Context: an optimization exercise on an open-source flow, tuned for small area, a short achievable clock period and few clock cycles per item. The choices shown serve that exercise and are no tape-out recipe.
RTL that was checked went through simulation tests only; none was proved equivalent to the original.

==> flow/design.v (excerpt) <==
module EC_TOP(
    clk, rst_n, in_valid,
    in_Px, in_Py, in_Qx, in_Qy, in_prime, in_a,
    out_valid, out_Rx, out_Ry
);
clock: 44.0 ns
lec_check: 0
abc_area: 1
cap_margin: 20
core_margin: 2
core_utilization: 62
cts_buf_list: sky130_fd_sc_hd__clkbuf_8
slew_margin: 20
setup_slack_margin: 32.8
buffer_ports_args: -buffer_cell sky130_fd_sc_hd__buf_1
standard.sh (not shown) runs the stock make flow with config.mk's settings and CLKGATE_MAP_FILE= SYNTH_SCRIPT=/design/flow/synth_recipe.tcl, a recipe that flattens the netlist after the stock synthesis.
==> flow/flow/run.sh <==
#!/bin/bash
set -euo pipefail
TARGET_NS=$(cat flow/target_ns)
MARGIN=$(python3 -c "print(round(${FLOW_PERIOD_NS} - ${TARGET_NS}, 3))")
echo "export SETUP_SLACK_MARGIN = ${MARGIN}" >> config.mk
echo "export BUFFER_PORTS_ARGS = -buffer_cell sky130_fd_sc_hd__buf_1" >> config.mk
bash standard.sh > standard_make.log 2>&1
==> flow/flow/target_ns <==
11.2
The baseline ran to the end with no violations.
Testbench counts at the start, summed over its fixed seeds: cycles 95,992, items 16,000.
Then changed:
==> flow/flow/target_ns (replaced) <==
10.8
CORE_UTILIZATION = 40   (was 62)
SETUP_SLACK_MARGIN = 33.2   (was 32.8)
Effect: Count of clock-buffer cells in the layout is lower by 1; die area is higher by 53%; hold slack gets worse by 0.043 ns.
Then changed:
==> flow/flow/target_ns (replaced) <==
11.2
CORE_UTILIZATION = 55   (was 40)
SETUP_SLACK_MARGIN = 32.8   (was 33.2)
Effect: The new run finished clean. Area after synthesis stays the same. Design area shrinks by 3.1%. Maximum frequency went down by 0.65%. Worst setup slack is worse by 0.072 ns. Synthesized cell count does not change. Die area decreases by 27%. Count of clock-buffer cells in the layout stays the same.
Then changed:
CORE_UTILIZATION = 40   (was 55)
CTS_BUF_LIST = unset   (was sky130_fd_sc_hd__clkbuf_8)
Cell area goes up by 1.7%.
Hold slack degrades by 0.017 ns.
Final cell count goes up by 5.5%.
Non-clock buffer count goes up by 1.
Die area goes up by 36%.
Clock skew goes down by 0.0066 ns.
Setup slack degrades by 0.19 ns.
Maximum frequency goes down by 1.7%.
Then changed:
CTS_BUF_LIST = sky130_fd_sc_hd__clkbuf_8   (was unset)
Effect: The changed run finished clean; synthesized cell count stays the same; final cell count stays flat; area after synthesis stays the same; maximum frequency climbs by 0.90%; cell area came out lower by 0.51%; die area stays the same; sequential share of layout area stays flat; clock skew rose by 0.0056 ns.


Another version of the RTL of EC_TOP (not shown whole).
Size in the first run: ~52 I/O pins, ~0.012 mm^2 of cells after synthesis.
export LEC_CHECK = 0
export ABC_AREA = 1
export CAP_MARGIN = 20
export CORE_MARGIN = 2
export CORE_UTILIZATION = 40
export GPL_TIMING_DRIVEN = 1
export SLEW_MARGIN = 20
export SETUP_SLACK_MARGIN = 32.8
export BUFFER_PORTS_ARGS = -buffer_cell sky130_fd_sc_hd__buf_1
create_clock -name core_clock -period 44.0 [get_ports {clk}]
==> flow/flow/target_ns <==
11.2
Scripts as last shown in full above: flow/flow/run.sh
The first run produced a clean layout.
Then changed:
Settings changed: GPL_TIMING_DRIVEN 1 to unset.
Outcome:
- cell area does not change
- worst setup slack does not change
- sequential cell count stays the same
- clock-buffer cell count does not change
- global-route usage stays the same
- clock skew is unchanged
- area after synthesis stays the same
- cell count stays the same
- routed wire length is unchanged
- utilization stays the same
No functional check of the RTL was part of any run of this note.


EC_TOP, a different RTL version from the one above (not shown whole).
Size: about 1700 cells after synthesis, about 63 flip-flops, about 52 I/O pins, about 0.012 mm2 of cells after synthesis.
==> flow/design.v (excerpt) <==
module EC_TOP(
    clk, rst_n, in_valid,
    in_Px, in_Py, in_Qx, in_Qy, in_prime, in_a,
    out_valid, out_Rx, out_Ry
);
Settings: LEC_CHECK=0, ABC_AREA=1, CAP_MARGIN=20, CORE_MARGIN=2, CORE_UTILIZATION=40, SLEW_MARGIN=20, SETUP_SLACK_MARGIN=32.8, BUFFER_PORTS_ARGS=-buffer_cell sky130_fd_sc_hd__buf_2; clock period 44.0 ns.
==> flow/flow/run.sh <==
#!/bin/bash
set -euo pipefail
TARGET_NS=$(cat flow/target_ns)
MARGIN=$(python3 -c "print(round(${FLOW_PERIOD_NS} - ${TARGET_NS}, 3))")
echo "export SETUP_SLACK_MARGIN = ${MARGIN}" >> config.mk
echo "export BUFFER_PORTS_ARGS = -buffer_cell sky130_fd_sc_hd__buf_2" >> config.mk
bash standard.sh > standard_make.log 2>&1
Scripts as last shown in full above: flow/flow/target_ns
Testbench counts at the start, summed over its fixed seeds: cycles 95,992, items 16,000.
Next try:
==> flow/run.sh (new file) <==
#!/bin/bash
# synth_recipe.tcl (not shown) runs the flow's synth.tcl, then flattens the netlist and writes it again
# the make line also repeats each setting of config.mk as NAME=value (left out here)
make -C /OpenROAD-flow-scripts/flow DESIGN_CONFIG=/design/flow/config.mk WORK_HOME=/design/flow/orfs CLKGATE_MAP_FILE= SYNTH_SCRIPT=/design/flow/synth_recipe.tcl finish
--- a/flow/config.mk
+++ b/flow/config.mk
@@ -12,3 +12 @@
 export SLEW_MARGIN = 20
-export SETUP_SLACK_MARGIN = 32.8
-export BUFFER_PORTS_ARGS = -buffer_cell sky130_fd_sc_hd__buf_2
removed: flow/flow/run.sh
removed: flow/flow/target_ns
removed: flow/standard.sh
Outcome: The new run went through all stages and came out clean; setup slack loses 1100 ps; via count drops slightly; flip-flop and latch count does not change; final area drops by a few percent.
Next try:
==> flow/flow/run.sh (new file) <==
#!/bin/bash
set -euo pipefail
TARGET_NS=$(cat flow/target_ns)
MARGIN=$(python3 -c "print(round(${FLOW_PERIOD_NS} - ${TARGET_NS}, 3))")
echo "export SETUP_SLACK_MARGIN = ${MARGIN}" >> config.mk
bash standard.sh > standard_make.log 2>&1
==> flow/flow/target_ns (new file) <==
10.5
==> flow/standard.sh (new file) <==
#!/bin/bash
# synth_recipe.tcl (not shown) runs the flow's synth.tcl, then flattens the netlist and writes it again
# the make line also repeats each setting of config.mk as NAME=value (left out here)
make -C /OpenROAD-flow-scripts/flow DESIGN_CONFIG=/design/flow/config.mk WORK_HOME=/design/flow/orfs CLKGATE_MAP_FILE= SYNTH_SCRIPT=/design/flow/synth_recipe.tcl "${@:-finish}"
--- a/flow/config.mk
+++ b/flow/config.mk
@@ -12 +12,2 @@
 export SLEW_MARGIN = 20
+export SETUP_SLACK_MARGIN = 33.5
removed: flow/run.sh
Clock-buffer cell count went down by 5.
Routed wire length went down by 0.96%.
Worst hold slack gets worse by 3.3 ps.
Clock skew is about the same.
Maximum frequency went up by 8.4%.
Die area is unchanged.
Register-to-register slack gets better by 960 ps.

## static timing again, ports no longer ideal
The flow's constraints put no driver on any port. The routed layouts listed below were extracted and timed again, unchanged, in two steps.
Step 1 sets driving cells, clkbuf_16 on the clock port and buf_2 on the other inputs (assumed; they add their load-dependent delay and slew).
Step 2 also shifts input and output timing later by t, the mid clock arrival at the registers, as if the neighbouring blocks saw the same clock.
Slacks: ideal / step 1 / step 2; pairs: ideal / step 1.
| run | shift t [ns] | setup WS [ns] | worst setup path at the end | slew at the worst register clock pin (ns) | worst slew at a driven data input, ns |
|---|---|---|---|---|---|
| the first run of note 1 | 0.394 | 32.775 / 32.775 / 32.775 | register to register | 0.09 / 0.09 | 0.04 |
| the second run of note 1 | 0.418 | 32.923 / 32.923 / 32.923 | register to register | 0.10 / 0.10 | 0.04 |
| the third run of note 1 | 0.394 | 32.851 / 32.851 / 32.851 | register to register | 0.09 / 0.09 | 0.04 |
| the fourth run of note 1 | 0.382 | 32.662 / 32.662 / 32.662 | register to register | 0.06 / 0.06 | 0.05 |
| the fifth run of note 1 | 0.403 | 32.763 / 32.763 / 32.763 | register to register | 0.09 / 0.09 | 0.05 |
| the first run of note 2 | 0.388 | 32.827 / 32.827 / 32.719 | input to register | 0.07 / 0.07 | 0.04 |
| the second run of note 2 | 0.388 | 32.827 / 32.827 / 32.719 | input to register | 0.07 / 0.07 | 0.04 |
| the first run of note 3 | 0.386 | 32.812 / 32.812 / 32.812 | register to register | 0.07 / 0.07 | 0.04 |
| the second run of note 3 | 0.384 | 31.696 / 31.696 / 31.696 | register to register | 0.07 / 0.07 | 0.04 |
| the third run of note 3 | 0.383 | 32.653 / 32.653 / 32.653 | register to register | 0.07 / 0.07 | 0.04 |
After both steps setup and hold are still met in every run listed.
